Background: an optimization exercise with open tools, aiming at small area and a short achievable clock period. Do not read the settings as production practice. At most, simulation tests tie the RTL to the original design; equivalence was not proved. No functional check of the RTL was part of runs 4 to 6. Power and IR drop assume default switching activity.

`design/flow/config.mk`:
```
export PLATFORM = sky130hd
export DESIGN_NAME = gelu_lut_module
export DESIGN_NICKNAME = gelu_lut_module
export VERILOG_FILES = /design/flow/design.v
export SDC_FILE = /design/flow/constraint.sdc
export NUM_CORES = 4
export LEC_CHECK = 0
export ABC_AREA = 1
export CAP_MARGIN = 70
export CORE_MARGIN = 2
export CORE_UTILIZATION = 40
export SETUP_SLACK_MARGIN = 2.65
export SLEW_MARGIN = 70
export TNS_END_PERCENT = 5
```
`design/flow/constraint.sdc`:
```
create_clock -name core_clock -period 5.0 [get_ports {clk}]
set_input_delay 1.0000 -clock core_clock [delete_from_list [all_inputs] [get_ports {clk}]]
set_output_delay 1.0000 -clock core_clock [all_outputs]
set_load 0.01 [all_outputs]
```
`design/flow/design.v`:
```
`timescale 1ns / 1ps
module gelu_lut_module (
    input                       clk,
    input                       rst_n,
    input                       in_valid,
    input      signed [15:0]    in_data,
    output reg                  out_valid,
    output     signed [10:0]    out_data
);
    reg         v1, s1;
    reg  [9:0]  m1;
    wire [5:0]  c;
    wire [9:0]  xa = in_data[9:0];
    wire [9:0]  lowor;
    genvar gi;
    generate for (gi = 0; gi < 10; gi = gi + 1) begin : g_or
        assign lowor[gi] = |xa[gi:0];
    end endgenerate
    wire [5:0]  pos_lo = s1 ? 6'd0 : m1[5:0];
    wire [4:0]  hi     = s1 ? 5'd0 : {1'b0, m1[9:6]};
    wire [6:0]  dlo    = {1'b0, pos_lo} - {1'b0, c};
    always @(posedge clk or negedge rst_n)
        if (!rst_n) begin v1 <= 1'b0; out_valid <= 1'b0; end
        else begin v1 <= in_valid; out_valid <= v1; end
    always @(posedge clk) begin
        s1 <= in_data[10];
        m1 <= xa ^ ({10{in_data[10]}} & {lowor[8:0], 1'b0});
    end
    reg  [5:0]  lo2;
    reg         b2;
    reg  [4:0]  hi2, hm2;
    always @(posedge clk) begin
        lo2 <= dlo[5:0];
        b2  <= dlo[6];
        hi2 <= hi;
        hm2 <= hi - 5'd1;
    end
    assign out_data = {b2 ? hm2 : hi2, lo2};
    gelu_c u_c (.a(m1), .y(c));
endmodule
module gelu_c (input [9:0] a, output [5:0] y);
  wire n17, n18, n19, n20, n21, n22, n23,
    n24, n25, n26, n27, n28, n29, n30, n31,
    n32, n33, n34, n35, n37, n38, n39, n40,
    n41, n42, n43, n44, n45, n46, n47, n48,
    n49, n51, n52, n53, n54, n55, n56, n57,
    n58, n59, n60, n61, n62, n63, n64, n65,
    n66, n67, n68, n69, n70, n71, n72, n73,
    n74, n75, n76, n77, n78, n79, n80, n81,
    n82, n83, n84, n85, n86, n87, n88, n89,
    n90, n91, n92, n93, n95, n96, n97, n98,
    n99, n100, n101, n102, n103, n104, n105,
    n106, n107, n108, n109, n110, n111, n112,
    n113, n114, n115, n116, n117, n118, n119,
    n120, n121, n122, n123, n124, n125, n126,
    n127, n128, n129, n130, n131, n132, n133,
    n134, n135, n137, n138, n139, n140, n141,
    n142, n143, n144, n145, n146, n147, n148,
    n149, n150, n151, n152, n153, n154, n155,
    n156, n157, n158, n159, n160, n161, n162,
    n163, n164, n165, n166, n167, n168, n169,
    n170, n171, n172, n173, n174, n175, n176,
    n177, n178, n179, n180, n181, n182, n183,
    n184, n185, n186, n187, n188, n189, n190,
    n191, n192, n193, n194, n195, n196, n197,
    n198, n199, n200, n201, n202, n203, n205,
    n206, n207, n208, n209, n210, n211, n212,
    n213, n214, n215, n216, n217, n218, n219,
    n220, n221, n222, n223, n224, n225, n226,
    n227, n228, n229, n230, n231, n232, n233,
    n234, n235, n236, n237, n238, n239, n240,
    n241, n242, n243, n244, n245, n246, n247,
    n248, n249, n250, n251, n252, n253, n254,
    n255, n256, n257, n258, n259, n260, n261,
    n262, n263, n264, n265, n266, n267, n268,
    n269, n270, n271, n272, n273, n274, n275,
    n276, n277, n278, n279, n280, n281, n282,
    n283, n284, n285, n286, n287, n288, n289,
    n290, n291, n292, n293, n294, n295, n296,
    n297, n298, n299, n300, n301;
  assign n17 = a[8] & a[7];
  assign n18 = ~a[8] & ~a[6];
  assign n19 = a[2] & a[1];
  assign n20 = ~a[3] & ~n19;
  assign n21 = a[4] & ~n20;
  assign n22 = ~a[8] & ~n21;
  assign n23 = a[1] & a[0];
  assign n24 = ~a[3] & ~n23;
  assign n25 = ~a[2] & n24;
  assign n26 = a[4] & ~n25;
  assign n27 = a[8] & n26;
  assign n28 = ~n22 & ~n27;
  assign n29 = ~a[5] & ~n28;
  assign n30 = a[8] & a[5];
  assign n31 = ~n29 & ~n30;
  assign n32 = a[6] & ~n31;
  assign n33 = ~n18 & ~n32;
  assign n34 = ~a[7] & ~n33;
  assign n35 = ~a[9] & ~n17;
  assign y[5] = ~n34 & n35;
  assign n37 = ~a[4] & n25;
  assign n38 = a[5] & ~n37;
  assign n39 = ~a[6] & ~n38;
  assign n40 = n34 & ~n39;
  assign n41 = ~a[3] & ~a[2];
  assign n42 = ~n24 & ~n41;
  assign n43 = a[4] & n42;
  assign n44 = a[8] & ~a[5];
  assign n45 = ~n43 & n44;
  assign n46 = a[6] & ~n45;
  assign n47 = a[7] & ~n18;
  assign n48 = ~n46 & n47;
  assign n49 = ~n40 & ~n48;
  assign y[4] = ~a[9] & ~n49;
  assign n51 = ~a[2] & ~a[1];
  assign n52 = ~a[0] & n51;
  assign n53 = a[3] & ~n52;
  assign n54 = a[4] & n53;
  assign n55 = a[5] & n54;
  assign n56 = ~a[7] & n18;
  assign n57 = ~n55 & n56;
  assign n58 = a[9] & ~n57;
  assign n59 = ~a[6] & ~n30;
  assign n60 = ~a[1] & ~a[0];
  assign n61 = a[2] & ~n60;
  assign n62 = ~a[3] & ~n61;
  assign n63 = ~a[4] & n62;
  assign n64 = ~a[8] & ~n63;
  assign n65 = ~a[5] & ~n64;
  assign n66 = ~a[3] & n51;
  assign n67 = a[8] & ~n66;
  assign n68 = a[4] & n67;
  assign n69 = ~a[4] & ~a[3];
  assign n70 = n52 & n69;
  assign n71 = ~n26 & ~n70;
  assign n72 = ~a[8] & ~n71;
  assign n73 = ~a[5] & ~n68;
  assign n74 = ~n72 & n73;
  assign n75 = n65 & ~n74;
  assign n76 = n59 & ~n75;
  assign n77 = ~n46 & ~n76;
  assign n78 = a[7] & ~n77;
  assign n79 = ~a[8] & ~a[4];
  assign n80 = a[3] & n61;
  assign n81 = ~a[4] & ~n80;
  assign n82 = a[8] & ~n81;
  assign n83 = ~n79 & ~n82;
  assign n84 = ~a[5] & ~n83;
  assign n85 = a[3] & ~n51;
  assign n86 = a[4] & n85;
  assign n87 = n38 & ~n86;
  assign n88 = n59 & ~n87;
  assign n89 = ~n84 & n88;
  assign n90 = ~n32 & ~n89;
  assign n91 = ~a[7] & ~n90;
  assign n92 = ~a[9] & ~n78;
  assign n93 = ~n91 & n92;
  assign y[3] = ~n58 & ~n93;
  assign n95 = n51 & n69;
  assign n96 = ~a[5] & n95;
  assign n97 = n57 & ~n96;
  assign n98 = a[9] & ~n97;
  assign n99 = ~a[4] & ~n42;
  assign n100 = n22 & ~n99;
  assign n101 = ~a[5] & ~n27;
  assign n102 = ~n100 & n101;
  assign n103 = ~a[8] & n69;
  assign n104 = ~n68 & ~n103;
  assign n105 = a[5] & ~n104;
  assign n106 = a[6] & ~n105;
  assign n107 = ~n102 & n106;
  assign n108 = ~a[5] & ~n82;
  assign n109 = n26 & ~n53;
  assign n110 = ~a[8] & a[3];
  assign n111 = ~n109 & n110;
  assign n112 = n108 & ~n111;
  assign n113 = a[3] & n19;
  assign n114 = ~a[4] & ~n113;
  assign n115 = ~n25 & n114;
  assign n116 = ~n86 & ~n115;
  assign n117 = ~a[8] & ~n116;
  assign n118 = ~n68 & ~n117;
  assign n119 = a[5] & ~n118;
  assign n120 = ~a[6] & ~n112;
  assign n121 = ~n119 & n120;
  assign n122 = ~a[7] & ~n107;
  assign n123 = ~n121 & n122;
  assign n124 = a[4] & n80;
  assign n125 = ~a[8] & ~n124;
  assign n126 = a[5] & ~n125;
  assign n127 = ~n27 & n126;
  assign n128 = ~n75 & ~n127;
  assign n129 = ~a[6] & ~n128;
  assign n130 = ~n30 & ~n65;
  assign n131 = n46 & ~n130;
  assign n132 = a[7] & ~n131;
  assign n133 = ~n129 & n132;
  assign n134 = ~a[9] & ~n123;
  assign n135 = ~n133 & n134;
  assign y[2] = n98 | n135;
  assign n137 = a[9] & ~a[7];
  assign n138 = a[6] & ~a[5];
  assign n139 = n125 & n138;
  assign n140 = a[5] & ~n54;
  assign n141 = ~a[2] & ~n23;
  assign n142 = a[3] & ~n141;
  assign n143 = a[4] & n142;
  assign n144 = ~a[8] & ~n95;
  assign n145 = ~n143 & n144;
  assign n146 = ~a[5] & ~n145;
  assign n147 = n59 & ~n140;
  assign n148 = ~n146 & n147;
  assign n149 = ~n139 & ~n148;
  assign n150 = n137 & ~n149;
  assign n151 = a[8] & n37;
  assign n152 = ~n20 & ~n113;
  assign n153 = ~n99 & n152;
  assign n154 = ~a[8] & ~n153;
  assign n155 = n101 & ~n154;
  assign n156 = a[5] & n104;
  assign n157 = ~n72 & n156;
  assign n158 = ~n155 & ~n157;
  assign n159 = ~n151 & ~n158;
  assign n160 = a[6] & ~n159;
  assign n161 = ~a[4] & a[2];
  assign n162 = a[4] & ~n62;
  assign n163 = ~n19 & n53;
  assign n164 = n162 & ~n163;
  assign n165 = ~n161 & ~n164;
  assign n166 = ~a[8] & ~n165;
  assign n167 = n108 & ~n166;
  assign n168 = a[4] & n66;
  assign n169 = ~a[0] & n66;
  assign n170 = ~a[4] & ~n169;
  assign n171 = a[8] & ~n168;
  assign n172 = ~n170 & n171;
  assign n173 = ~n41 & ~n85;
  assign n174 = a[4] & ~n173;
  assign n175 = ~a[3] & ~n141;
  assign n176 = ~n19 & ~n175;
  assign n177 = ~a[4] & ~n176;
  assign n178 = ~a[8] & ~n174;
  assign n179 = ~n177 & n178;
  assign n180 = a[5] & ~n172;
  assign n181 = ~n179 & n180;
  assign n182 = ~a[6] & ~n181;
  assign n183 = ~n167 & n182;
  assign n184 = ~a[7] & ~n183;
  assign n185 = ~n160 & n184;
  assign n186 = ~n74 & ~n127;
  assign n187 = a[8] & n95;
  assign n188 = ~n186 & ~n187;
  assign n189 = ~a[6] & ~n188;
  assign n190 = n64 & ~n162;
  assign n191 = a[3] & a[2];
  assign n192 = ~a[4] & ~n191;
  assign n193 = a[5] & ~n192;
  assign n194 = ~n190 & n193;
  assign n195 = ~n43 & ~n63;
  assign n196 = a[8] & ~n195;
  assign n197 = n65 & ~n196;
  assign n198 = a[6] & ~n194;
  assign n199 = ~n197 & n198;
  assign n200 = a[7] & ~n199;
  assign n201 = ~n189 & n200;
  assign n202 = ~a[9] & ~n185;
  assign n203 = ~n201 & n202;
  assign y[1] = n150 | n203;
  assign n205 = a[5] & n26;
  assign n206 = ~a[4] & ~n85;
  assign n207 = ~a[5] & ~n206;
  assign n208 = ~n124 & n207;
  assign n209 = ~n205 & ~n208;
  assign n210 = a[6] & ~n209;
  assign n211 = n140 & ~n206;
  assign n212 = ~n66 & n114;
  assign n213 = ~a[5] & ~n143;
  assign n214 = ~n212 & n213;
  assign n215 = ~n211 & ~n214;
  assign n216 = ~a[6] & ~n215;
  assign n217 = ~a[8] & n137;
  assign n218 = ~n210 & n217;
  assign n219 = ~n216 & n218;
  assign n220 = n81 & ~n175;
  assign n221 = a[5] & ~n109;
  assign n222 = ~n220 & n221;
  assign n223 = ~a[0] & n69;
  assign n224 = ~n19 & ~n51;
  assign n225 = ~n223 & ~n224;
  assign n226 = ~a[2] & n223;
  assign n227 = ~a[5] & ~n225;
  assign n228 = ~n226 & n227;
  assign n229 = ~a[8] & ~n228;
  assign n230 = ~n222 & n229;
  assign n231 = ~a[5] & ~n25;
  assign n232 = ~n142 & n231;
  assign n233 = ~n85 & ~n169;
  assign n234 = ~a[4] & ~n233;
  assign n235 = ~n143 & ~n168;
  assign n236 = ~n234 & n235;
  assign n237 = n87 & n236;
  assign n238 = a[8] & ~n232;
  assign n239 = ~n237 & n238;
  assign n240 = a[6] & ~n230;
  assign n241 = ~n239 & n240;
  assign n242 = ~n61 & n85;
  assign n243 = ~n60 & n174;
  assign n244 = ~n43 & ~n243;
  assign n245 = ~n242 & ~n244;
  assign n246 = ~n19 & ~n141;
  assign n247 = ~n60 & ~n246;
  assign n248 = ~a[3] & ~n247;
  assign n249 = a[3] & ~n246;
  assign n250 = ~a[4] & ~n249;
  assign n251 = ~n248 & n250;
  assign n252 = ~a[8] & ~n251;
  assign n253 = ~n245 & n252;
  assign n254 = a[8] & ~n236;
  assign n255 = ~n253 & ~n254;
  assign n256 = a[5] & ~n255;
  assign n257 = ~a[4] & ~a[1];
  assign n258 = ~a[2] & n53;
  assign n259 = a[2] & n60;
  assign n260 = n24 & ~n259;
  assign n261 = ~n113 & ~n260;
  assign n262 = ~n258 & n261;
  assign n263 = a[4] & ~n262;
  assign n264 = ~a[8] & ~n257;
  assign n265 = ~n263 & n264;
  assign n266 = n82 & n195;
  assign n267 = ~a[5] & ~n187;
  assign n268 = ~n266 & n267;
  assign n269 = ~n265 & n268;
  assign n270 = ~a[6] & ~n269;
  assign n271 = ~n256 & n270;
  assign n272 = ~a[7] & ~n241;
  assign n273 = ~n271 & n272;
  assign n274 = ~n62 & n114;
  assign n275 = ~n43 & ~n274;
  assign n276 = a[8] & ~n275;
  assign n277 = n65 & ~n276;
  assign n278 = ~n169 & n192;
  assign n279 = ~n43 & ~n278;
  assign n280 = a[8] & ~n279;
  assign n281 = ~n190 & ~n280;
  assign n282 = a[5] & ~n281;
  assign n283 = a[6] & ~n277;
  assign n284 = ~n282 & n283;
  assign n285 = n67 & ~n85;
  assign n286 = ~n53 & n170;
  assign n287 = ~a[8] & ~n26;
  assign n288 = ~n286 & n287;
  assign n289 = ~a[5] & ~n285;
  assign n290 = ~n288 & n289;
  assign n291 = n26 & ~n191;
  assign n292 = ~n66 & n206;
  assign n293 = ~n291 & ~n292;
  assign n294 = a[8] & ~n293;
  assign n295 = n126 & ~n294;
  assign n296 = ~a[6] & ~n290;
  assign n297 = ~n295 & n296;
  assign n298 = a[7] & ~n284;
  assign n299 = ~n297 & n298;
  assign n300 = ~a[9] & ~n299;
  assign n301 = ~n273 & n300;
  assign y[0] = n219 | n301;
endmodule
```
`design/flow/flow/run.sh`:
```
#!/bin/bash
set -euo pipefail
args=()
while IFS= read -r line || [[ -n "$line" ]]; do
  [[ -z "$line" || "$line" == \#* ]] && continue
  args+=("$line")
done < flow/make_args.txt
bash standard.sh "${args[@]}" finish > run_make.log 2>&1
```
`design/flow/flow/make_args.txt`:
```
ADDER_MAP_FILE=
BUFFER_PORTS_ARGS=-buffer_cell sky130_fd_sc_hd__buf_1
CTS_ARGS=-sink_clustering_enable -repair_clock_nets -dont_use_dummy_load
CTS_ARGS=-sink_clustering_enable -sink_clustering_size 30 -sink_clustering_max_diameter 150 -sink_clustering_levels 1 -buf_list sky130_fd_sc_hd__clkbuf_16 -root_buf sky130_fd_sc_hd__clkbuf_16 -dont_use_dummy_load
```
`design/flow/standard.sh`:
```
#!/bin/bash
# synth_recipe.tcl (not shown) runs the flow's synth.tcl, then flattens the netlist and writes it again
# the make line also repeats each setting of config.mk as NAME=value (left out here)
make -C /OpenROAD-flow-scripts/flow DESIGN_CONFIG=/design/flow/config.mk WORK_HOME=/design/flow/orfs CLKGATE_MAP_FILE= SYNTH_SCRIPT=/design/flow/synth_recipe.tcl "${@:-finish}"
```
==> results of run 1 <==
-- worst max-delay path, stage by stage, from the launching register on --
cell     delay [ps]
dfxtp_1         430
mux2_2          360
buf_1           130
-- registers in the layout, summed over array words and instances, names as in the netlist --
| register | count |
|---|---|
| b2 | 1 |
| hi2 | 4 |
| hm2 | 5 |
| lo2 | 6 |
| m1 | 10 |
| out_valid | 1 |
| s1 | 1 |
| v1 | 1 |
-- synth_stat cells (all sizes together) --
cell type,instances,area share (%)
o32ai,1,0.37
dfxtp,27,23
o21ai,16,3.4
clkinv,2,0.32
xnor2,7,2.6
o2111ai,1,0.37
nand3b,5,1.6
nor3,2,0.43
inv,37,5.9
o211ai,2,0.64
mux2,4,1.9
dfrtp,2,2.1
or2,1,0.27
nor2,47,7.8
nand2,159,26
xor2,5,1.9
nand3,58,13
a31oi,2,0.53
a21oi,13,2.8
o31ai,2,0.64
clkbuf,2,0.32
buf,12,2.7
nand4,6,1.6
-- logic make-up after synthesis --
| family | after synthesis |
|---|---|
| and+or+nand+nor | 278 |
| buffers and inverters | 53 |
| AOI/OAI and AO/OA | 37 |
| DFF | 29 |
| xor gates and xnor gates | 12 |
| muxes | 4 |
-- final cells by class --
type                    instances  area (um^2)  share of cell area (%)
clock buffers                   5          125                    4.56
inverters                      39          170                    6.21
multi-input cells             331         1630                    59.5
flip-flops and latches         29          616                    22.5
well taps                      72         90.1                    3.29
repair buffers                 27          109                    3.97
-- power by group --
group	switching (uW)	total, uW	internal [uW]
Sequential	46.3	321	275
Combinational	258	400	142
Clock	87.3	262	174
-- worst min path at each step --
stage          start   endpoint  slack (ps)  cells after the start
2_1_floorplan     v1  out_valid         330                      0
3_3_place_gp      v1  out_valid         340                      0
3_5_place_dp      v1  out_valid         340                      0
4_1_cts           v1  out_valid         360                      0
5_1_grt           v1  out_valid         360                      0
6_report          v1  out_valid         360                      0
-- layer usage --
metal  wire length, um  vias up  share of wire, %
met4               146        0               2.2
met5                 0        -                 0
met1              2940     1168                45
li1                  -     1365                 -
met2              2970      123                45
met3               527       14               8.0
-- metrics by stage --
step / util (%) / instances / hold slack, ps
finish: 48.9 / 503 / 362
global route: 48.9 / 503 / 361
CTS: 46.4 / 501 / 361
detailed placement: 44.1 / 496 / 340
global placement: 44.0 / 496 / 341
floorplan: - / 413 / 331
-- timing repair --
action,in CTS,in global routing
buffers inserted,0,2
pin swaps,0,1
setup endpoints to repair,3,5
resized for setup,1,43
==> results.py, run 1 <==
metrics = {
    "placed_design": {
        "dpl.hpwl_um": 4800,
        "place_congestion": 0.918,
        "place_area_um2": 2470,
        "preCtsSetupSlack_ps": 2600,
        "port_buffers": 25,
    },
    "synth": {
        "synth_fp_nets": 432,
        "seq_area_frac_synth_pct": 25.1,
        "synthMuxAreaShare_pct": 1.91,
        "synth-xor-area-share_pct": 4.47,
        "synth_compound_area_share_pct": 8.72,
        "synthSimpleGateAreaFrac_pct": 50.6,
        "synth_top_family_by_area": "simple AND/OR/NAND/NOR gates",
        "synth_cell_type_count": 30,
        "yosys_warnings": 1,
        "synth-seq-cells": 29,
        "netlist_instances": 413,
        "synth_fa_ha_area_share_pct": 0,
        "avgSynthCellArea_um2": 5.70,
        "synth_area_um2": 2350,
    },
    "power": {
        "power_uw": 982,
        "p_leak_uw": 0.00135,
        "power_density_nw_per_um2": 358,
        "ir_drop_uv": 158,
    },
    "timing": {
        "rsz0062_at_grt": "true",
        "finalHoldViolCount": 0,
        "slew_viol_final": 0,
        "period_needed_ps": 2180,
        "min_period_over_period_pct": 43.7,
        "setup_viol": 0,
        "fmax_ghz": 0.458,
        "setup_ws_ps": 2820,
        "worstMarginPinSlew_ps": 370,
        "slew-limit-headroom_pct": 75.3,
        "fin_skew_ps": 10.4,
        "setup_tns_ps": 0,
    },
    "detailed_routing": {
        "drt_iter0_markers": 246,
        "routedWlPerCell_um": 13.1,
        "drc": 0,
        "totalWireLength_um": 6580,
        "ant_nets": 0,
        "avgViaCountPerCell": 5.31,
        "num_vias": 2670,
        "drtPass1Iterations": 5,
    },
    "global_route": {
        "grt_pass1_wl_um": 11200,
        "grt_pass1_vias": 2440,
        "use_met3_pct": 3.93,
        "antenna_found_initial": 0,
        "busiest_layer": "met2",
        "grtUsageMet2_pct": 34.3,
        "grt_overflow_total": 0,
        "grt_util_met1_pct": 30.0,
        "grt_max_degree": 24,
        "grtUsageTotal_pct": 21.9,
    },
    "worst_hold_path": {
        "hp-class": "reg2reg",
    },
    "worst_setup_path": {
        "endpoint": "out_data[8]",
        "cp_data_required_time_ps": 4000,
        "crit_path_end_kind": "output pin",
        "r2r_cells": 17,
        "setup.worst_path.start": "b2",
        "reg2reg_slack_ps": 2860,
        "r2r-start": "m1[3]",
        "path_class": "reg2out",
        "cp-start-kind": "flop",
        "critical_path_arrival_ps": 1180,
        "r2r_end": "lo2[4]",
        "worstPathMaxFanout": 5,
    },
    "clock_network": {
        "numCtsBuffers": 5,
        "clk_path_buf_depth": 2,
        "insertion_delay_ps": 270,
        "cts-hold-fix-buffers": 0,
        "cts_root_buf": "clkbuf_16",
        "cts_tree": "yes",
        "path_clk_slew_ps": 50,
        "htree_num_levels": 2,
        "cts_sinks": 29,
    },
    "floorplan": {
        "chipHeight_um": 80.7,
        "fp.coreArea_um2": 5610,
        "io_pins": 31,
        "dieArea_um2": 6510,
        "die_x_um": 80.7,
        "initial_core_util_pct": 42.0,
        "row_count": 27,
    },
    "cells_and_area": {
        "layout_commonest_cell": "nand2_1",
        "final_cell_mix": "nand2_1 (144), nand3_1 (52), nor2_1 (41)",
        "fin_area_um2": 2740,
        "nNetsFinal": 452,
        "n_antenna_cell": 0,
        "n_fill_cell": 614,
        "syn_to_final_growth_pct": 16.5,
        "drive_above_1_share_pct": 13.7,
    },
    "run": {
        "max_cap_violations": 0,
    },
    "outcome": {
        "status": "timing/DRC/antenna clean",
    },
}
==> run 2: changes to the inputs <==
==> design/flow/flow/make_args.txt (replaced) <==
ADDER_MAP_FILE=
BUFFER_PORTS_ARGS=-buffer_cell sky130_fd_sc_hd__buf_1
CTS_ARGS=-sink_clustering_enable -repair_clock_nets -dont_use_dummy_load
DONT_USE_CELLS=sky130_fd_sc_hd__probe_p_8 sky130_fd_sc_hd__probec_p_8 sky130_fd_sc_hd__lpflow_bleeder_1 sky130_fd_sc_hd__lpflow_clkbufkapwr_1 sky130_fd_sc_hd__lpflow_clkbufkapwr_16 sky130_fd_sc_hd__lpflow_clkbufkapwr_2 sky130_fd_sc_hd__lpflow_clkbufkapwr_4 sky130_fd_sc_hd__lpflow_clkbufkapwr_8 sky130_fd_sc_hd__lpflow_clkinvkapwr_1 sky130_fd_sc_hd__lpflow_clkinvkapwr_16 sky130_fd_sc_hd__lpflow_clkinvkapwr_2 sky130_fd_sc_hd__lpflow_clkinvkapwr_4 sky130_fd_sc_hd__lpflow_clkinvkapwr_8 sky130_fd_sc_hd__lpflow_decapkapwr_12 sky130_fd_sc_hd__lpflow_decapkapwr_3 sky130_fd_sc_hd__lpflow_decapkapwr_4 sky130_fd_sc_hd__lpflow_decapkapwr_6 sky130_fd_sc_hd__lpflow_decapkapwr_8 sky130_fd_sc_hd__lpflow_inputiso0n_1 sky130_fd_sc_hd__lpflow_inputiso0p_1 sky130_fd_sc_hd__lpflow_inputiso1n_1 sky130_fd_sc_hd__lpflow_inputiso1p_1 sky130_fd_sc_hd__lpflow_inputisolatch_1 sky130_fd_sc_hd__lpflow_isobufsrc_1 sky130_fd_sc_hd__lpflow_isobufsrc_16 sky130_fd_sc_hd__lpflow_isobufsrc_2 sky130_fd_sc_hd__lpflow_isobufsrc_4 sky130_fd_sc_hd__lpflow_isobufsrc_8 sky130_fd_sc_hd__lpflow_isobufsrckapwr_16 sky130_fd_sc_hd__lpflow_lsbuf_lh_hl_isowell_tap_1 sky130_fd_sc_hd__lpflow_lsbuf_lh_hl_isowell_tap_2 sky130_fd_sc_hd__lpflow_lsbuf_lh_hl_isowell_tap_4 sky130_fd_sc_hd__lpflow_lsbuf_lh_isowell_4 sky130_fd_sc_hd__lpflow_lsbuf_lh_isowell_tap_1 sky130_fd_sc_hd__lpflow_lsbuf_lh_isowell_tap_2 sky130_fd_sc_hd__lpflow_lsbuf_lh_isowell_tap_4  sky130_fd_sc_hd__mux2_1 sky130_fd_sc_hd__mux2_2 sky130_fd_sc_hd__mux2i_1 sky130_fd_sc_hd__o21ai_0
--- a/design/flow/config.mk
+++ b/design/flow/config.mk
@@ -10,5 +10,5 @@
 export CORE_MARGIN = 2
 export CORE_UTILIZATION = 40
-export SETUP_SLACK_MARGIN = 2.65
+export SETUP_SLACK_MARGIN = 2.75
 export SLEW_MARGIN = 70
 export TNS_END_PERCENT = 5
==> run 2 against run 1 <==
Net effect:
- still clean
- die area rose by 3.1%
- wire length rose by 7.4%
- worst hold slack barely moved
- sequential power fell by 1%
- largest cell class unchanged
- highest routed layer unchanged
==> results.py, run 2 <==
metrics = {
    "cells_and_area": {
        "nNetsFinal": 478,
        "final_cell_mix": "nand2_1 (136), nor2_1 (47), nand3_1 (40)",
        "n_antenna_cell": 0,
        "syn_to_final_growth_pct": 22.1,
        "final_core_util_pct": 50.4,
        "largest_reg_flops": 10,
        "drive_above_1_share_pct": 19.7,
        "fin_area_um2": 2970,
        "layout_commonest_cell": "nand2_1",
        "largestRegisters": "m1: 10 flops, lo2: 6 flops, hm2: 5 flops",
        "n_fill_cell": 636,
        "regMostFlops": "m1",
    },
    "timing": {
        "period_needed_ps": 2110,
        "setup_ws_ps": 2890,
        "finalHoldViolCount": 0,
        "fin_skew_ps": 13.4,
        "fmax_ghz": 0.473,
        "setup_tns_ps": 0,
        "slew_viol_final": 0,
        "rsz0062_at_grt": "true",
        "min_period_over_period_pct": 42.2,
        "worstMarginPinSlew_ps": 372,
        "setup_viol": 0,
        "slew-limit-headroom_pct": 75.2,
    },
    "worst_setup_path": {
        "critical_path_arrival_ps": 2290,
        "cp_data_required_time_ps": 5180,
        "path_class": "reg2reg",
        "cp-start-kind": "flop",
        "r2r-start": "m1[3]",
        "worstPathMaxFanout": 7,
        "crit_path_end_kind": "flop",
        "r2r_cells": 18,
        "r2r_end": "lo2[4]",
        "reg2reg_slack_ps": 2890,
    },
    "worst_hold_path": {
        "whs_endpoint": "out_valid",
        "hp-class": "reg2reg",
        "hold_depth": 0,
        "holdCritStartpoint": "v1",
    },
    "clock_network": {
        "insertion_delay_ps": 280,
        "cts_root_buf": "clkbuf_8",
        "numCtsBuffers": 5,
        "cts_sinks": 29,
        "cts_tree": "yes",
        "clk_path_buf_depth": 2,
        "htree_num_levels": 2,
        "cts-hold-fix-buffers": 0,
        "path_clk_slew_ps": 60,
    },
    "placed_design": {
        "place_area_um2": 2540,
        "place_congestion": 0.968,
        "port_buffers": 25,
        "dpl.hpwl_um": 5020,
        "preCtsSetupSlack_ps": 2580,
    },
    "detailed_routing": {
        "routedWlPerCell_um": 13.3,
        "ant_nets": 0,
        "totalWireLength_um": 7070,
        "drc": 0,
        "drt_iter0_markers": 372,
        "drtPass1Iterations": 5,
        "num_vias": 2837,
        "avgViaCountPerCell": 5.33,
    },
    "power": {
        "p_leak_uw": 0.00147,
        "seqPwrFrac_pct": 33.6,
        "p_comb_share_pct": 48.7,
        "p_sw_uw": 413,
        "power_switching_share_pct": 43.7,
        "ir_drop_uv": 203,
        "clockPowerShare_pct": 17.7,
        "internal_power_uw": 531,
        "power_density_nw_per_um2": 318,
        "power_uw": 944,
    },
    "synth": {
        "synth_fa_ha_area_share_pct": 0,
        "synthMuxAreaShare_pct": 0,
        "synth_top_family_by_area": "simple AND/OR/NAND/NOR gates",
        "synth_compound_area_share_pct": 9.94,
        "synth_top_area_share_pct": 22.9,
        "seq_area_frac_synth_pct": 24.3,
        "synth-async-reset-ratio_pct": 6.90,
        "ys.flop_type": "dfxtp_1",
        "avgSynthCellArea_um2": 5.72,
        "synth_area_um2": 2430,
        "synth_commonest_cells": "nand2_1 (148), nor2_1 (53), nand3_1 (49), inv_1 (38), dfxtp_1 (27)",
        "synthSimpleGateAreaFrac_pct": 50.8,
        "synth_fp_nets": 444,
        "yosys_warnings": 1,
        "synth_edf_count": 0,
        "synth-seq-cells": 29,
        "synth-xor-area-share_pct": 4.33,
        "synth_cell_type_count": 33,
        "synth_area_leaders": "nand2_1 (23%), dfxtp_1 (22%), nand3_1 (10%)",
        "yosysTopAreaCell": "nand2_1",
        "synth.most_common_cell": "nand2_1",
        "netlist_instances": 425,
    },
    "floorplan": {
        "chipHeight_um": 81.9,
        "die_x_um": 81.9,
        "initial_core_util_pct": 41.3,
        "dieArea_um2": 6710,
        "fp.coreArea_um2": 5890,
        "io_pins": 31,
        "row_count": 28,
    },
    "global_route": {
        "antenna_found_initial": 0,
        "grt_pass1_vias": 2399,
        "grt_pass1_wl_um": 11100,
        "grt_overflow_total": 0,
        "grt_max_degree": 23,
        "grtUsageTotal_pct": 21.4,
    },
    "run": {
        "max_cap_violations": 0,
    },
    "outcome": {
        "status": "timing/DRC/antenna clean",
    },
}
-- run 2: changes by cell type in the layout (fill, tap and decap cells not counted), moves of 5 or more --
cell / before / now
nand3_1: 52 / 40
nor2_1: 41 / 47
o21ai_0: 13 / 0
o21ai_1: 2 / 21
nand2_1: 144 / 136
clkbuf_8: 0 / 5
nand3_2: 4 / 11
inv_1: 27 / 35
buf_4: 2 / 14
-- run 2: final cells by class --
| cell class | count | area (um^2) | area share (%) |
|---|---|---|---|
| inverters | 46 | 204 | 6.87 |
| multi-input cells | 335 | 1720 | 58.0 |
| well taps | 75 | 93.8 | 3.16 |
| flip-flops and latches | 29 | 616 | 20.7 |
| repair buffers | 42 | 264 | 8.90 |
| clock buffers | 5 | 68.8 | 2.32 |
-- run 2: through the flow --
| stage | instances | hold WS [ps] |
|---|---|---|
| 3_5_place_dp | 511 | 342 |
| 3_3_place_gp | 511 | 344 |
| 4_1_cts | 523 | 368 |
| 6_report | 532 | 362 |
| 2_1_floorplan | 425 | 331 |
| 5_1_grt | 532 | 370 |
-- run 2: logic make-up (layout without fill, tap and decap cells) --
family,after synthesis,count (layout)
AND/OR/NAND/NOR,280,280
buffers and inverters,61,93
flip-flops,29,29
AO/OA/AOI/OAI,43,43
XOR/XNOR,12,12
-- run 2: power by group through the flow --
| stage | Sequential (uW) | Combinational (uW) | Clock [uW] |
|---|---|---|---|
| 2_1_floorplan | 301 | 315 | 0 |
| 3_3_place_gp | 316 | 390 | 0 |
| 3_5_place_dp | 318 | 391 | 0 |
| 4_1_cts | 314 | 408 | 172 |
| 5_1_grt | 325 | 520 | 183 |
| 6_report | 317 | 460 | 167 |
-- run 2: routing by layer --
| metal | track usage (%) | share of wire [%] | vias to the layer above |
|---|---|---|---|
| met5 | 0 | 0 | - |
| met3 | 4.62 | 8.0 | 16 |
| met4 | 9.67 | 2.8 | 0 |
| met2 | 32.8 | 46 | 139 |
| li1 | - | - | 1415 |
| met1 | 28.6 | 44 | 1267 |
-- run 2: worst max-delay path by stage --
stage               slack (ps)        from  endpoint  cells past startpoint
floorplan                 2930  in_data[1]     m1[9]                      7
global placement          2240       m1[4]        b2                     15
detailed placement        2580       m1[4]        b2                     15
CTS                       2750       m1[2]        b2                     16
global route              2670       m1[3]    lo2[5]                     18
finish                    2890       m1[3]    lo2[4]                     18
-- run 2: worst max-delay path, stage by stage (launching register included) --
cell	delay, ps
dfxtp_4	450
buf_4	150
nand3_1	130
nand2_2	130
inv_1	40
nand2_1	60
nand2_1	50
nand2_1	50
nand2_1	50
nand3_1	120
nand3_1	90
nand3_1	130
nand2_1	80
nand2_2	120
nand3_2	120
nand2_2	90
nand2_2	60
nand3b_1	70
nand2_1	50
-- run 2: what timing repair did --
| item | CTS | global route |
|---|---|---|
| gates resized for setup | 12 | 51 |
| pin swaps | 0 | 10 |
| buffers inserted | 7 | 8 |
| cloned | 0 | 1 |
| endpoints found under the setup margin | 4 | 8 |
==> run 3: changes to the inputs <==
--- a/design/flow/config.mk
+++ b/design/flow/config.mk
@@ -10,5 +10,5 @@
 export CORE_MARGIN = 2
 export CORE_UTILIZATION = 40
-export SETUP_SLACK_MARGIN = 2.75
+export SETUP_SLACK_MARGIN = 2.65
 export SLEW_MARGIN = 70
 export TNS_END_PERCENT = 5
==> run 3 against run 2 <==
Net effect:
- non-clock buffer count down 2
- design area down 3.1%
- still clean on timing, DRC and antenna
- clock skew up 0.76 ps
- area after synthesis unchanged
- largest cell class unchanged
==> results.py, run 3 <==
metrics = {
    "synth": {
        "synthSimpleGateAreaFrac_pct": 50.8,
        "synth_edf_count": 0,
        "synth-async-reset-ratio_pct": 6.90,
        "yosysTopAreaCell": "nand2_1",
        "synth_compound_area_share_pct": 9.94,
        "synth-seq-cells": 29,
        "netlist_instances": 425,
        "synth_fa_ha_area_share_pct": 0,
        "synthMuxAreaShare_pct": 0,
        "yosys_warnings": 1,
        "seq_area_frac_synth_pct": 24.3,
        "synth_area_leaders": "nand2_1 (23%), dfxtp_1 (22%), nand3_1 (10%)",
        "synth_cell_type_count": 33,
        "ys.flop_type": "dfxtp_1",
        "synth.most_common_cell": "nand2_1",
        "synth-xor-area-share_pct": 4.33,
        "synth_top_area_share_pct": 22.9,
        "synth_area_um2": 2430,
        "synth_fp_nets": 444,
        "avgSynthCellArea_um2": 5.72,
        "synth_top_family_by_area": "simple AND/OR/NAND/NOR gates",
        "synth_commonest_cells": "nand2_1 (148), nor2_1 (53), nand3_1 (49), inv_1 (38), dfxtp_1 (27)",
    },
    "detailed_routing": {
        "drt_iter0_markers": 324,
        "num_vias": 2781,
        "routedWlPerCell_um": 12.9,
        "drc": 0,
        "avgViaCountPerCell": 5.25,
        "ant_nets": 0,
        "drtPass1Iterations": 5,
        "totalWireLength_um": 6850,
    },
    "timing": {
        "finalHoldViolCount": 0,
        "worstMarginPinSlew_ps": 356,
        "slew-limit-headroom_pct": 76.2,
        "setup_ws_ps": 2770,
        "min_period_over_period_pct": 44.5,
        "slew_viol_final": 0,
        "setup_viol": 0,
        "rsz0062_at_grt": "true",
        "period_needed_ps": 2230,
        "fmax_ghz": 0.449,
        "setup_tns_ps": 0,
        "fin_skew_ps": 14.2,
    },
    "clock_network": {
        "cts_sinks": 29,
        "path_clk_slew_ps": 60,
        "numCtsBuffers": 5,
        "cts_tree": "yes",
        "htree_num_levels": 2,
        "cts_root_buf": "clkbuf_8",
        "insertion_delay_ps": 280,
        "cts-hold-fix-buffers": 0,
        "clk_path_buf_depth": 2,
    },
    "cells_and_area": {
        "regMostFlops": "m1",
        "multi_input_area_um2": 1680,
        "drive_above_1_share_pct": 17.8,
        "final_cell_mix": "nand2_1 (137), nor2_1 (48), nand3_1 (43)",
        "layout_commonest_cell": "nand2_1",
        "syn_to_final_growth_pct": 18.4,
        "seqCellArea_um2": 612,
        "fin_area_um2": 2880,
        "largest_reg_flops": 10,
        "n_fill_cell": 641,
        "nNetsFinal": 476,
        "n_antenna_cell": 0,
        "largestRegisters": "m1: 10 flops, lo2: 6 flops, hm2: 5 flops",
    },
    "placed_design": {
        "place_congestion": 0.968,
        "preCtsSetupSlack_ps": 2580,
        "place_area_um2": 2540,
        "dpl.hpwl_um": 5020,
        "port_buffers": 25,
    },
    "power": {
        "ir_drop_uv": 203,
        "p_leak_uw": 0.00143,
        "power_density_nw_per_um2": 322,
    },
    "worst_hold_path": {
        "hp-class": "reg2reg",
    },
    "floorplan": {
        "fp.coreArea_um2": 5890,
        "initial_core_util_pct": 41.3,
        "row_count": 28,
        "io_pins": 31,
        "chipHeight_um": 81.9,
        "die_x_um": 81.9,
        "dieArea_um2": 6710,
    },
    "worst_setup_path": {
        "crit_path_end_kind": "flop",
        "cp-start-kind": "flop",
        "path_class": "reg2reg",
        "critical_path_arrival_ps": 2400,
        "worstPathMaxFanout": 8,
        "cp_data_required_time_ps": 5180,
    },
    "global_route": {
        "antenna_found_initial": 0,
        "grt_pass1_vias": 2382,
        "grtUsageTotal_pct": 21.3,
        "grt_overflow_total": 0,
        "grt_pass1_wl_um": 11100,
        "grt_max_degree": 23,
    },
    "run": {
        "max_cap_violations": 0,
    },
    "outcome": {
        "status": "timing/DRC/antenna clean",
    },
}
## run 3: per-stage QoR
stage               hold WS (ps)  total power [uW]  cells  util (%)
floorplan                    331               617    425         -
global placement             344               707    511      43.1
detailed placement           342               710    511      43.2
CTS                          368               888    521      45.4
global route                 370              1010    530      48.9
finish                       362               926    530      48.9
## run 3: path summary, 6_finish.rpt
path	depth (start not counted)	endpoint	slack, ps	from
setup / recovery	18	lo2[4]	2770	m1[3]
hold / removal	0	out_valid	360	v1
setup reg to reg	18	lo2[4]	2770	m1[3]
hold reg to reg	0	out_valid	360	v1
max in group asynchronous	1	v1	4390	rst_n
min in group asynchronous	1	out_valid	490	rst_n
## run 3: worst max-delay path, cell delays in order (launching register included)
cell      delay (ps)
dfxtp_4          390
clkbuf_4         180
nor2_4           260
buf_4            170
nand2_1           40
nand2_1           60
inv_1             60
nand2_1           60
nand3_1           70
nand3_1           90
nand3_1          100
nand3_2           90
nand2_1           70
nand2_2          120
nand3_2          110
nand2_2           90
nand2_2           50
nand3b_1          70
nand2_1           50
## run 3: logic make-up (layout without fill, tap and decap cells)
logic type | Yosys count | count (layout)
compound gates | 43 | 43
xor+xnor | 12 | 12
simple gates | 280 | 280
flops | 29 | 29
buf+inv | 61 | 91
## run 3: final cells by class
type                       instances  share of cell area (%)
inverter                          46                    6.74
sequential                        29                    21.3
multi-input combinational        335                    58.4
timing repair buffer              40                    7.96
tap                               75                    3.26
clock buffer                       5                    2.39
## run 3: report_power, final
part | total, uW | leakage (uW) | internal [uW] | switching, uW
clock network | 164 | 0.0000359 | 89.0 | 75.1
logic | 449 | 0.00114 | 161 | 288
registers | 313 | 0.000252 | 274 | 39.2
## run 3: routing by layer
metal  vias to the layer above  global-route usage (%)  wire length, um
met1                      1218                    28.6             3080
met3                        20                    4.51              524
met2                       129                    32.8             3020
met5                         -                       0                0
li1                       1414                       -                -
met4                         0                    9.33              225
## run 3: repair_timing
item	CTS	global route
gates cloned	0	0
pin swaps	0	8
endpoints found under the setup margin	4	5
endpoints found under the hold margin	0	0
buffers inserted	5	9
gates resized for setup	4	47
==> run 4: changes to the inputs <==
--- a/design/flow/design.v
+++ b/design/flow/design.v
@@ -10,34 +10,46 @@
     reg         v1, s1;
     reg  [9:0]  m1;
-    wire [5:0]  c;
-    wire [9:0]  xa = in_data[9:0];
-    wire [9:0]  lowor;
-    genvar gi;
-    generate for (gi = 0; gi < 10; gi = gi + 1) begin : g_or
-        assign lowor[gi] = |xa[gi:0];
-    end endgenerate
-    wire [5:0]  pos_lo = s1 ? 6'd0 : m1[5:0];
-    wire [4:0]  hi     = s1 ? 5'd0 : {1'b0, m1[9:6]};
-    wire [6:0]  dlo    = {1'b0, pos_lo} - {1'b0, c};
-    always @(posedge clk or negedge rst_n)
-        if (!rst_n) begin v1 <= 1'b0; out_valid <= 1'b0; end
-        else begin v1 <= in_valid; out_valid <= v1; end
-    always @(posedge clk) begin
-        s1 <= in_data[10];
-        m1 <= xa ^ ({10{in_data[10]}} & {lowor[8:0], 1'b0});
-    end
     reg  [5:0]  lo2;
     reg         b2;
     reg  [4:0]  hi2, hm2;
+    wire [9:0]  m0;
+    wire [5:0]  lo;
+    wire        b;
+    wire [4:0]  hi, hm;
+    gelu_abs u_abs (.x(in_data[10:0]), .m(m0));
+    gelu_s2  u_s2  (.s(s1), .m(m1), .lo(lo), .b(b), .hi(hi), .hm(hm));
+    gelu_out u_out (.lo(lo2), .b(b2), .hi(hi2), .hm(hm2), .y(out_data));
+    always @(posedge clk or negedge rst_n)
+        if (!rst_n) begin v1 <= 1'b0; out_valid <= 1'b0; end
+        else begin v1 <= in_valid; out_valid <= v1; end
     always @(posedge clk) begin
-        lo2 <= dlo[5:0];
-        b2  <= dlo[6];
+        s1  <= in_data[10];
+        m1  <= m0;
+        lo2 <= lo;
+        b2  <= b;
         hi2 <= hi;
-        hm2 <= hi - 5'd1;
+        hm2 <= hm;
     end
-    assign out_data = {b2 ? hm2 : hi2, lo2};
-    gelu_c u_c (.a(m1), .y(c));
 endmodule
-module gelu_c (input [9:0] a, output [5:0] y);
+module gelu_abs (input [10:0] x, output [9:0] m);
+    wire [9:0]  lowor;
+    genvar gi;
+    generate for (gi = 0; gi < 10; gi = gi + 1) begin : g_or
+        assign lowor[gi] = |x[gi:0];
+    end endgenerate
+    assign m = x[9:0] ^ ({10{x[10]}} & {lowor[8:0], 1'b0});
+endmodule
+module gelu_s2 (input s, input [9:0] m, output [5:0] lo, output b,
+                output [4:0] hi, output [4:0] hm);
+    wire [5:0]  c;
+    wire [5:0]  pos_lo = s ? 6'd0 : m[5:0];
+    wire [6:0]  dlo    = {1'b0, pos_lo} - {1'b0, c};
+    assign lo = dlo[5:0];
+    assign b  = dlo[6];
+    assign hi = s ? 5'd0 : {1'b0, m[9:6]};
+    assign hm = hi - 5'd1;
+    wire [9:0]  a = m;
+    wire [5:0]  y;
+    assign c = y;
   wire n17, n18, n19, n20, n21, n22, n23,
     n24, n25, n26, n27, n28, n29, n30, n31,
@@ -366,2 +378,6 @@
   assign y[0] = n219 | n301;
 endmodule
+module gelu_out (input [5:0] lo, input b, input [4:0] hi, input [4:0] hm,
+                 output [10:0] y);
+    assign y = {b ? hm : hi, lo};
+endmodule
==> design/flow/flow/make_args.txt (replaced) <==
ADDER_MAP_FILE=
BUFFER_PORTS_ARGS=-buffer_cell sky130_fd_sc_hd__buf_1
CTS_ARGS=-sink_clustering_enable -repair_clock_nets -dont_use_dummy_load
--- a/design/flow/config.mk
+++ b/design/flow/config.mk
@@ -12,3 +12,4 @@
 export SETUP_SLACK_MARGIN = 2.65
 export SLEW_MARGIN = 70
+export SYNTH_HIERARCHICAL = 1
 export TNS_END_PERCENT = 5
==> run 4 against run 3 <==
Net effect:
- count of clock-buffer cells in the layout stayed put
- die area is 5.3% higher
- flip-flop and latch count is 1 higher
- worst hold slack worse by 9.7 ps
- utilization is 1.3 points lower
- critical path depth is 4 lower
- wire length is 5.9% higher
- area after synthesis is 5.6% higher
- highest routed layer unchanged
- largest cell class unchanged
- non-clock buffer count is 3 higher
- sequential power is 4% higher
- global-route usage is 1.5 points lower
==> results.py, run 4 <==
metrics = {
    "global_route": {
        "grtUsageTotal_pct": 19.8,
        "grt_max_degree": 24,
        "antenna_found_initial": 0,
        "grt_pass1_wl_um": 11600,
        "grt_overflow_total": 0,
        "grt_pass1_vias": 2514,
    },
    "detailed_routing": {
        "totalWireLength_um": 7250,
        "routedWlPerCell_um": 13.3,
        "drtPass1Iterations": 5,
        "ant_nets": 0,
        "drc": 0,
        "avgViaCountPerCell": 5.33,
        "num_vias": 2900,
        "drt_iter0_markers": 271,
    },
    "synth": {
        "synth_area_leaders": "nand2_1 (23%), dfxtp_1 (22%), nand3_1 (10%)",
        "seq_area_frac_synth_pct": 23.8,
        "ys.flop_type": "dfxtp_1",
        "yosys_warnings": 7,
        "synth_area_um2": 2560,
        "synth_edf_count": 0,
        "synth_cell_type_count": 36,
        "synth-seq-cells": 30,
        "yosysTopAreaCell": "nand2_1",
        "synth_commonest_cells": "nand2_1 (154), nand3_1 (53), nor2_1 (53), inv_1 (30), dfxtp_1 (28)",
        "synth_fp_nets": 461,
        "avgSynthCellArea_um2": 5.80,
        "synth_top_area_share_pct": 22.5,
        "synth.most_common_cell": "nand2_1",
        "synth-async-reset-ratio_pct": 6.67,
        "netlist_instances": 442,
    },
    "power": {
        "power_density_nw_per_um2": 317,
        "ir_drop_uv": 172,
        "p_leak_uw": 0.00149,
    },
    "worst_setup_path": {
        "path_class": "reg2reg",
        "cp-start-kind": "flop",
        "path_cells": "inv_4, nor2_2, nand2_1, nand3_1, nand2_1, o21ai_1, nand2_1, nand3_2, nand3b_1, nand2_4, nor2_4, or2_0, nand3_1, nand2_1",
        "cpMostUsedCell": "nand2_1",
        "worst_path_max_delay_cell": "dfxtp_4",
        "cpPeakStageDelay_ps": 420,
        "crit_path_end_kind": "flop",
        "worstPathMaxFanout": 9,
        "cp_data_required_time_ps": 5150,
        "critical_path_arrival_ps": 2390,
    },
    "cells_and_area": {
        "regMostFlops": "m1",
        "nNetsFinal": 488,
        "n_antenna_cell": 0,
        "largest_reg_flops": 10,
        "final_cell_mix": "nand2_1 (143), nand3_1 (47), nor2_1 (46)",
        "layout_commonest_cell": "nand2_1",
        "drive_above_1_share_pct": 21.4,
        "largestRegisters": "m1: 10 flops, lo2: 6 flops",
        "syn_to_final_growth_pct": 16.5,
    },
    "timing": {
        "slew_viol_final": 0,
        "fin_skew_ps": 17.4,
        "fmax_ghz": 0.447,
        "rsz0062_at_grt": "true",
        "setup_viol": 0,
        "period_needed_ps": 2240,
        "setup_ws_ps": 2760,
        "finalHoldViolCount": 0,
        "min_period_over_period_pct": 44.8,
        "setup_tns_ps": 0,
    },
    "clock_network": {
        "insertion_delay_ps": 270,
        "cts_tree": "yes",
        "path_clk_slew_ps": 50,
        "numCtsBuffers": 5,
        "cts-hold-fix-buffers": 0,
        "htree_num_levels": 2,
        "cts_root_buf": "clkbuf_8",
        "clk_path_buf_depth": 2,
        "cts_sinks": 30,
    },
    "floorplan": {
        "fp.coreArea_um2": 6280,
        "row_count": 29,
        "die_x_um": 84.1,
        "initial_core_util_pct": 40.9,
        "chipHeight_um": 84.1,
        "dieArea_um2": 7070,
        "io_pins": 31,
    },
    "placed_design": {
        "port_buffers": 25,
        "dpl.hpwl_um": 5190,
        "preCtsSetupSlack_ps": 2510,
        "place_congestion": 0.961,
    },
    "run": {
        "max_cap_violations": 0,
    },
    "outcome": {
        "status": "timing/DRC/antenna clean",
    },
    "worst_hold_path": {
        "hp-class": "reg2reg",
    },
}
run 4: per-layer routing:
layer / track usage, % / vias to the layer above / wire length [um]
li1: - / 1458 / -
met1: 26.6 / 1310 / 3300
met2: 32.8 / 124 / 3390
met3: 3.36 / 8 / 496
met4: 5.13 / 0 / 59
met5: 0 / - / 0
run 4: timing repair:
action	in CTS	in global routing
pin swaps	0	10
resized for setup	2	53
endpoints found under the setup margin	4	5
buffers inserted	0	18
run 4: worst max-delay path, delay by kind of cell (launching register included):
family / cells / cell delay (ps)
compound gates: 1 / 160
buf+inv: 1 / 90
simple gates: 12 / 1450
flops: 1 / 420
run 4: power by group:
group          switching, uW  leakage, uW  internal [uW]
Combinational            297      0.00119            166
Sequential              41.1     0.000261            283
Clock                   72.8    0.0000359           88.9
run 4: per-stage QoR:
step                      utilization (%)  instances  total power, uW  hold slack, ps  area (um^2)
after global routing                 47.6        544             1020             375         2990
after CTS                            42.9        526              886             359         2690
after floorplan                         -        442              653             331         2560
final                                47.6        544              949             352         2990
after detailed placement             41.7        521              721             348         2620
after global placement               41.6        521              715             344         2610
run 4: layout make-up:
cell class                 count  area, um^2
timing repair buffer          43         225
inverter                      40         163
multi-input combinational    349        1800
fill                         696        3290
clock buffer                   5        68.8
sequential                    30         637
tap                           77        96.3
run 4: worst paths after layout:
path	slack (ps)	depth (start not counted)	start	end
worst min-delay path	350	0	v1	out_valid
min in group asynchronous	510	1	rst_n	v1
max in group asynchronous	4360	1	rst_n	out_valid
worst min register to register	350	0	v1	out_valid
worst max-delay path	2760	14	m1[3]	lo2[5]
worst max register to register	2760	14	m1[3]	lo2[5]
run 4: kinds of logic (layout without fill, tap and decap cells):
logic type / after synthesis / after routing / share of synthesized area (%)
compound gates: 41 / 41 / 9.17
xor+xnor: 11 / 11 / 3.76
buf+inv: 63 / 88 / 11.5
flops: 30 / 30 / 23.8
other cells: 1 / 1 / 0.146
simple gates: 296 / 296 / 51.7
run 4: per-module statistics from Yosys (local to each module, per instance):
module           flip-flops and latches  cells  cell area [um^2]
gelu_abs                              0     42               223
gelu_lut_module                      30     30               611
gelu_out                              0     22               105
gelu_s2                               0    348              1630
==> run 5: changes to the inputs <==
--- a/design/flow/config.mk
+++ b/design/flow/config.mk
@@ -10,5 +10,5 @@
 export CORE_MARGIN = 2
 export CORE_UTILIZATION = 40
-export SETUP_SLACK_MARGIN = 2.65
+export SETUP_SLACK_MARGIN = 2.8
 export SLEW_MARGIN = 70
 export SYNTH_HIERARCHICAL = 1
==> run 5 against run 4 <==
Net effect:
- non-clock buffer count up 2
- count of clock-buffer cells in the layout stayed put
- flip-flop and latch count did not move
- synthesized cell count is the same
- utilization rose by 2.9 points
- final cell count up 0.37%
- via count grew 0.62%
- wire length up 0.88%
- area after synthesis unchanged
- setup slack got worse by 43 ps
- sequential share of layout area fell by 1.2 points
- still clean on timing, DRC and antenna
- first-iteration DRC count shrank 13%
- critical endpoint unchanged
==> results.py, run 5 <==
metrics = {
    "synth": {
        "seq_area_frac_synth_pct": 23.8,
        "synth_edf_count": 0,
        "synth_commonest_cells": "nand2_1 (154), nand3_1 (53), nor2_1 (53), inv_1 (30), dfxtp_1 (28)",
        "synth_fa_ha_area_share_pct": 0,
        "yosysTopAreaCell": "nand2_1",
        "netlist_instances": 442,
        "synth-async-reset-ratio_pct": 6.67,
        "synth_cell_type_count": 36,
        "synth-xor-area-share_pct": 3.76,
        "ys.flop_type": "dfxtp_1",
        "synth_compound_area_share_pct": 9.17,
        "synthMuxAreaShare_pct": 0,
        "synth.most_common_cell": "nand2_1",
        "synth_area_leaders": "nand2_1 (23%), dfxtp_1 (22%), nand3_1 (10%)",
        "synth-seq-cells": 30,
        "synth_area_um2": 2560,
        "synth_top_area_share_pct": 22.5,
        "synthSimpleGateAreaFrac_pct": 51.7,
        "synth_fp_nets": 461,
        "synth_top_family_by_area": "simple AND/OR/NAND/NOR gates",
        "yosys_warnings": 7,
        "avgSynthCellArea_um2": 5.80,
    },
    "worst_setup_path": {
        "worstPathMaxFanout": 8,
        "cpMostUsedCell": "nand2_2",
        "cpLargestDelayFamily": "simple AND/OR/NAND/NOR gates",
        "critical_path_arrival_ps": 2430,
        "reg2reg_slack_ps": 2720,
        "cpPeakStageDelay_ps": 390,
        "r2r_end": "lo2[5]",
        "worst_path_max_delay_cell": "dfxtp_4",
        "cp_num_buf_inv": 0,
        "path_class": "reg2reg",
        "r2r_cells": 15,
        "crit_path_end_kind": "flop",
        "path_cells": "nor2_8, nand2_8, nand3_4, nand2_2, or2_4, nand2_2, o21ai_2, nand2_1, nand3_2, nand3b_1, nand2_4, nor2_4, a21oi_1, nand3_2, nand2_2",
        "r2r-start": "m1[3]",
        "cp-start-kind": "flop",
        "cp_data_required_time_ps": 5150,
    },
    "floorplan": {
        "fp.coreArea_um2": 6280,
        "row_count": 29,
        "initial_core_util_pct": 40.9,
        "dieArea_um2": 7070,
        "io_pins": 31,
        "chipHeight_um": 84.1,
        "die_x_um": 84.1,
    },
    "power": {
        "clockPowerShare_pct": 16.4,
        "seqPwrFrac_pct": 32.7,
        "p_leak_uw": 0.00152,
        "p_comb_share_pct": 50.9,
        "p_sw_uw": 437,
        "power_switching_share_pct": 44.0,
        "ir_drop_uv": 175,
        "power_density_nw_per_um2": 314,
        "internal_power_uw": 556,
        "power_uw": 994,
    },
    "detailed_routing": {
        "routedWlPerCell_um": 13.4,
        "totalWireLength_um": 7310,
        "drc": 0,
        "drtPass1Iterations": 5,
        "ant_nets": 0,
        "avgViaCountPerCell": 5.34,
        "drt_iter0_markers": 236,
        "num_vias": 2918,
    },
    "timing": {
        "min_period_over_period_pct": 45.6,
        "setup_ws_ps": 2720,
        "fmax_ghz": 0.438,
        "slew_viol_final": 0,
        "period_needed_ps": 2280,
        "setup_viol": 0,
        "finalHoldViolCount": 0,
        "fin_skew_ps": 19.1,
        "rsz0062_at_grt": "true",
        "setup_tns_ps": 0,
    },
    "worst_hold_path": {
        "whs_endpoint": "out_valid",
        "holdCritStartpoint": "v1",
        "hold_depth": 0,
        "hp-class": "reg2reg",
    },
    "cells_and_area": {
        "final_core_util_pct": 50.5,
        "layout_commonest_cell": "nand2_1",
        "nNetsFinal": 490,
        "n_antenna_cell": 0,
        "regMostFlops": "m1",
        "largestRegisters": "m1: 10 flops, lo2: 6 flops",
        "n_fill_cell": 647,
        "drive_above_1_share_pct": 27.7,
        "largest_reg_flops": 10,
        "syn_to_final_growth_pct": 23.5,
        "final_cell_mix": "nand2_1 (132), nor2_1 (41), nand3_1 (41)",
        "fin_area_um2": 3170,
    },
    "clock_network": {
        "htree_num_levels": 2,
        "numCtsBuffers": 5,
        "path_clk_slew_ps": 50,
        "cts-hold-fix-buffers": 0,
        "clk_path_buf_depth": 2,
        "cts_root_buf": "clkbuf_8",
        "cts_sinks": 30,
        "cts_tree": "yes",
        "insertion_delay_ps": 280,
    },
    "global_route": {
        "grt_pass1_vias": 2534,
        "grtUsageTotal_pct": 20.0,
        "grt_overflow_total": 0,
        "grt_max_degree": 24,
        "antenna_found_initial": 0,
        "grt_pass1_wl_um": 11700,
    },
    "placed_design": {
        "port_buffers": 25,
        "place_congestion": 0.961,
        "dpl.hpwl_um": 5190,
        "place_area_um2": 2620,
        "preCtsSetupSlack_ps": 2510,
    },
    "run": {
        "max_cap_violations": 0,
    },
    "outcome": {
        "status": "timing/DRC/antenna clean",
    },
}
run 5: cell families after synthesis:
group / count (synthesis)
and+or+nand+nor: 296
other: 1
DFF: 30
xor gates and xnor gates: 11
buffers and inverters: 63
AOI/OAI and AO/OA: 41
run 5: repair_timing:
| action | 4_1_cts | 5_1_grt |
|---|---|---|
| gates resized for setup | 13 | 81 |
| buffers inserted | 3 | 17 |
| setup endpoints to repair | 5 | 5 |
| pin swaps | 0 | 25 |
run 5: stage by stage:
step                      hold WS [ps]  cells
after CTS                          359    529
after detailed placement           348    521
final                              352    546
after floorplan                    331    442
after global placement             344    521
after global routing               375    546
run 5: worst max path at each step:
stage	startpoint	end	depth (start not counted)
2_1_floorplan	m1[3]	lo2[5]	17
3_3_place_gp	m1[4]	lo2[4]	17
3_5_place_dp	m1[6]	b2	13
4_1_cts	m1[3]	lo2[4]	17
5_1_grt	m1[3]	lo2[5]	15
6_report	m1[3]	lo2[5]	15
run 5: layer usage:
metal | GRT usage [%] | vias to the layer above | part of all wire, %
met1 | 26.6 | 1330 | 45
met2 | 33.5 | 112 | 48
met4 | 5.13 | 0 | 1.2
met5 | 0 | - | 0
met3 | 3.36 | 12 | 5.7
li1 | - | 1464 | -
run 5: area by class of cell:
cell class | count | area [um^2] | area share, %
Inverter | 40 | 164 | 5.17
Sequential cell | 30 | 637 | 20.1
Multi-Input combinational cell | 349 | 1960 | 61.8
Clock buffer | 5 | 68.8 | 2.17
Tap cell | 77 | 96.3 | 3.04
Timing Repair Buffer | 45 | 243 | 7.66
run 5: power by group through the flow:
| stage | sequential, uW | clock [uW] | combinational, uW |
|---|---|---|---|
| after floorplan | 299 | 0 | 354 |
| after global placement | 330 | 0 | 385 |
| after detailed placement | 333 | 0 | 389 |
| after CTS | 327 | 168 | 401 |
| after global routing | 329 | 177 | 559 |
| final | 325 | 163 | 506 |
run 5: modules after synthesis, one instance, submodules excluded:
module           copies in the design  cells inside  area, um^2
gelu_lut_module                     1            30         611
gelu_s2                             1           348        1630
gelu_out                            1            22         105
gelu_abs                            1            42         223
==> run 6: changes to the inputs <==
--- a/design/flow/config.mk
+++ b/design/flow/config.mk
@@ -10,5 +10,5 @@
 export CORE_MARGIN = 2
 export CORE_UTILIZATION = 40
-export SETUP_SLACK_MARGIN = 2.8
+export SETUP_SLACK_MARGIN = 2.9
 export SLEW_MARGIN = 70
 export SYNTH_HIERARCHICAL = 1
==> run 6 against run 5 <==
Net effect:
- fmax is 3.1% higher
- non-clock buffer count grew 2
- total power down 0.29%
- via count is 1.4% higher
- first-iteration DRC count rose by 14%
- combinational power shrank 1%
- worst hold slack about the same
- design area decreased by 0.87%
- flip-flop and latch count unchanged
- largest cell class unchanged
==> results.py, run 6 <==
metrics = {
    "timing": {
        "setup_viol": 0,
        "min_period_over_period_pct": 44.2,
        "setup_tns_ps": 0,
        "slew_viol_final": 0,
        "rsz0062_at_grt": "true",
        "period_needed_ps": 2210,
        "fin_skew_ps": 17.5,
        "fmax_ghz": 0.452,
        "setup_ws_ps": 2790,
        "finalHoldViolCount": 0,
    },
    "synth": {
        "synthSimpleGateAreaFrac_pct": 51.7,
        "synth_top_area_share_pct": 22.5,
        "ys.flop_type": "dfxtp_1",
        "synth_fp_nets": 461,
        "avgSynthCellArea_um2": 5.80,
        "synth_edf_count": 0,
        "yosys_warnings": 7,
        "synth_fa_ha_area_share_pct": 0,
        "synth.most_common_cell": "nand2_1",
        "synth_area_leaders": "nand2_1 (23%), dfxtp_1 (22%), nand3_1 (10%)",
        "seq_area_frac_synth_pct": 23.8,
        "synthMuxAreaShare_pct": 0,
        "synth_compound_area_share_pct": 9.17,
        "synth-seq-cells": 30,
        "yosysTopAreaCell": "nand2_1",
        "netlist_instances": 442,
        "synth_commonest_cells": "nand2_1 (154), nand3_1 (53), nor2_1 (53), inv_1 (30), dfxtp_1 (28)",
        "synth_top_family_by_area": "simple AND/OR/NAND/NOR gates",
        "synth_cell_type_count": 36,
        "synth_area_um2": 2560,
        "synth-xor-area-share_pct": 3.76,
        "synth-async-reset-ratio_pct": 6.67,
    },
    "worst_setup_path": {
        "crit_path_end_kind": "flop",
        "cp_data_required_time_ps": 5150,
        "critical_path_arrival_ps": 2360,
        "path_class": "reg2reg",
        "worstPathMaxFanout": 8,
        "path_cells": "nor2_8, nand2_8, nand3_4, nand2_2, or2_4, nand2_2, o21ai_2, nand2_1, nand3_2, nand2_2, nand2_4, nand2_4, nor2_4, or2_0, nand3_1, nand2_1",
        "worst_path_max_delay_cell": "dfxtp_4",
        "cpLargestDelayFamily": "simple AND/OR/NAND/NOR gates",
        "cp-start-kind": "flop",
        "cpPeakStageDelay_ps": 390,
        "cpMostUsedCell": "nand2_2",
        "cp_num_buf_inv": 0,
    },
    "floorplan": {
        "initial_core_util_pct": 40.9,
        "row_count": 29,
        "chipHeight_um": 84.1,
        "dieArea_um2": 7070,
        "io_pins": 31,
        "fp.coreArea_um2": 6280,
        "die_x_um": 84.1,
    },
    "clock_network": {
        "insertion_delay_ps": 280,
        "cts_root_buf": "clkbuf_8",
        "cts_tree": "yes",
        "cts-hold-fix-buffers": 0,
        "clk_path_buf_depth": 2,
        "cts_sinks": 30,
        "htree_num_levels": 2,
        "numCtsBuffers": 5,
        "path_clk_slew_ps": 50,
    },
    "cells_and_area": {
        "largestRegisters": "m1: 10 flops, lo2: 6 flops",
        "n_antenna_cell": 0,
        "layout_commonest_cell": "nand2_1",
        "largest_reg_flops": 10,
        "nNetsFinal": 492,
        "final_cell_mix": "nand2_1 (132), nand3_1 (45), nor2_1 (42)",
        "drive_above_1_share_pct": 26.5,
        "regMostFlops": "m1",
        "syn_to_final_growth_pct": 22.4,
    },
    "global_route": {
        "antenna_found_initial": 0,
        "grt_pass1_vias": 2626,
        "grt_pass1_wl_um": 12300,
        "grtUsageTotal_pct": 21.1,
        "grt_max_degree": 20,
        "grt_overflow_total": 0,
    },
    "detailed_routing": {
        "drt_iter0_markers": 270,
        "avgViaCountPerCell": 5.40,
        "totalWireLength_um": 7570,
        "routedWlPerCell_um": 13.8,
        "drtPass1Iterations": 5,
        "ant_nets": 0,
        "num_vias": 2960,
        "drc": 0,
    },
    "worst_hold_path": {
        "hp-class": "reg2reg",
    },
    "outcome": {
        "status": "timing/DRC/antenna clean",
    },
    "run": {
        "max_cap_violations": 0,
    },
    "placed_design": {
        "dpl.hpwl_um": 5190,
        "preCtsSetupSlack_ps": 2510,
        "place_congestion": 0.961,
        "port_buffers": 25,
    },
    "power": {
        "power_density_nw_per_um2": 315,
        "p_leak_uw": 0.00153,
        "power_uw": 991,
        "ir_drop_uv": 173,
    },
}
## run 6: per-module statistics from Yosys (local to each module, per instance)
| module | cells | area (um^2) | flops+latches |
|---|---|---|---|
| gelu_lut_module | 30 | 611 | 30 |
| gelu_s2 | 348 | 1630 | 0 |
| gelu_out | 22 | 105 | 0 |
| gelu_abs | 42 | 223 | 0 |
## run 6: layout make-up
type / instances / area (um^2)
Clock buffer: 5 / 68.8
Fill cell: 665 / 3140
Inverter: 40 / 170
Multi-Input combinational cell: 349 / 1910
Sequential cell: 30 / 636
Tap cell: 77 / 96.3
Timing Repair Buffer: 47 / 262
## run 6: path summary, 6_finish.rpt
check / endpoint / slack, ps / cells past startpoint / startpoint
min reg2reg: out_valid / 350 / 0 / v1
min in group asynchronous: v1 / 510 / 1 / rst_n
max reg2reg: lo2[5] / 2790 / 16 / m1[2]
max: lo2[5] / 2790 / 16 / m1[2]
max in group asynchronous: out_valid / 4370 / 1 / rst_n
min: out_valid / 350 / 0 / v1
## run 6: cells by family after synthesis
group | Yosys count
simple gates | 296
buf+inv | 63
compound gates | 41
flops | 30
xor+xnor | 11
other cells | 1
## run 6: repair_timing
item,CTS,global route
pin swaps,9,25
endpoints found under the setup margin,6,11
buffers inserted,15,7
gates resized for setup,33,55
## run 6: layer usage
metal | wire length [um] | up-vias | global-route usage, %
met5 | 0 | - | 0
met4 | 141 | 0 | 5.28
met3 | 549 | 17 | 4.45
met2 | 3610 | 129 | 35.2
met1 | 3280 | 1348 | 27.5
li1 | - | 1466 | -
## run 6: where the power goes
part	switching [uW]	leakage [uW]	internal [uW]
logic	316	0.00123	184
clock network	73.9	0.0000359	88.9
registers	45.1	0.000261	283
## run 6: stage by stage
stage               hold slack, ps  cell area [um^2]  std cells  util (%)
finish                         352              3140        548      50.0
global route                   375              3140        548      50.0
CTS                            359              2900        541      46.3
detailed placement             348              2620        521      41.7
global placement               344              2610        521      41.6
floorplan                      331              2560        442         -

==> what the ideal ports hide <==
Ports are ideal in the flow. The routed layouts listed here were re-timed in OpenROAD.
Step 1: set_driving_cell puts a clkbuf_16 on clk and a buf_2 on each other input, an assumption about the parent block.
Step 2 times the ports against the registers' clock, not the clock port: input delays grow and output delays shrink by t, the midpoint of the rising clock arrivals with the driver on.
a / b / c = ideal ports / drivers / drivers and shift; a / b = the first two.
| run | t (ns) | setup slack, ns | hold slack, ns |
|---|---|---|---|
| run 1 | 0.296 | 2.817 / 2.785 / 2.622 | 0.362 / 0.362 / 0.362 |
| run 2 | 0.301 | 2.888 / 2.888 / 2.676 | 0.362 / 0.362 / 0.362 |
| run 3 | 0.302 | 2.775 / 2.775 / 2.608 | 0.362 / 0.362 / 0.362 |
| run 4 | 0.292 | 2.762 / 2.762 / 2.762 | 0.352 / 0.352 / 0.352 |
| run 5 | 0.294 | 2.719 / 2.719 / 2.719 | 0.352 / 0.352 / 0.352 |
| run 6 | 0.295 | 2.788 / 2.788 / 2.788 | 0.352 / 0.352 / 0.352 |
After both steps every run listed still meets setup and hold. The setup slack of run 2, which loses most, moves by 0.000 ns with the drivers and by -0.212 ns with both steps.
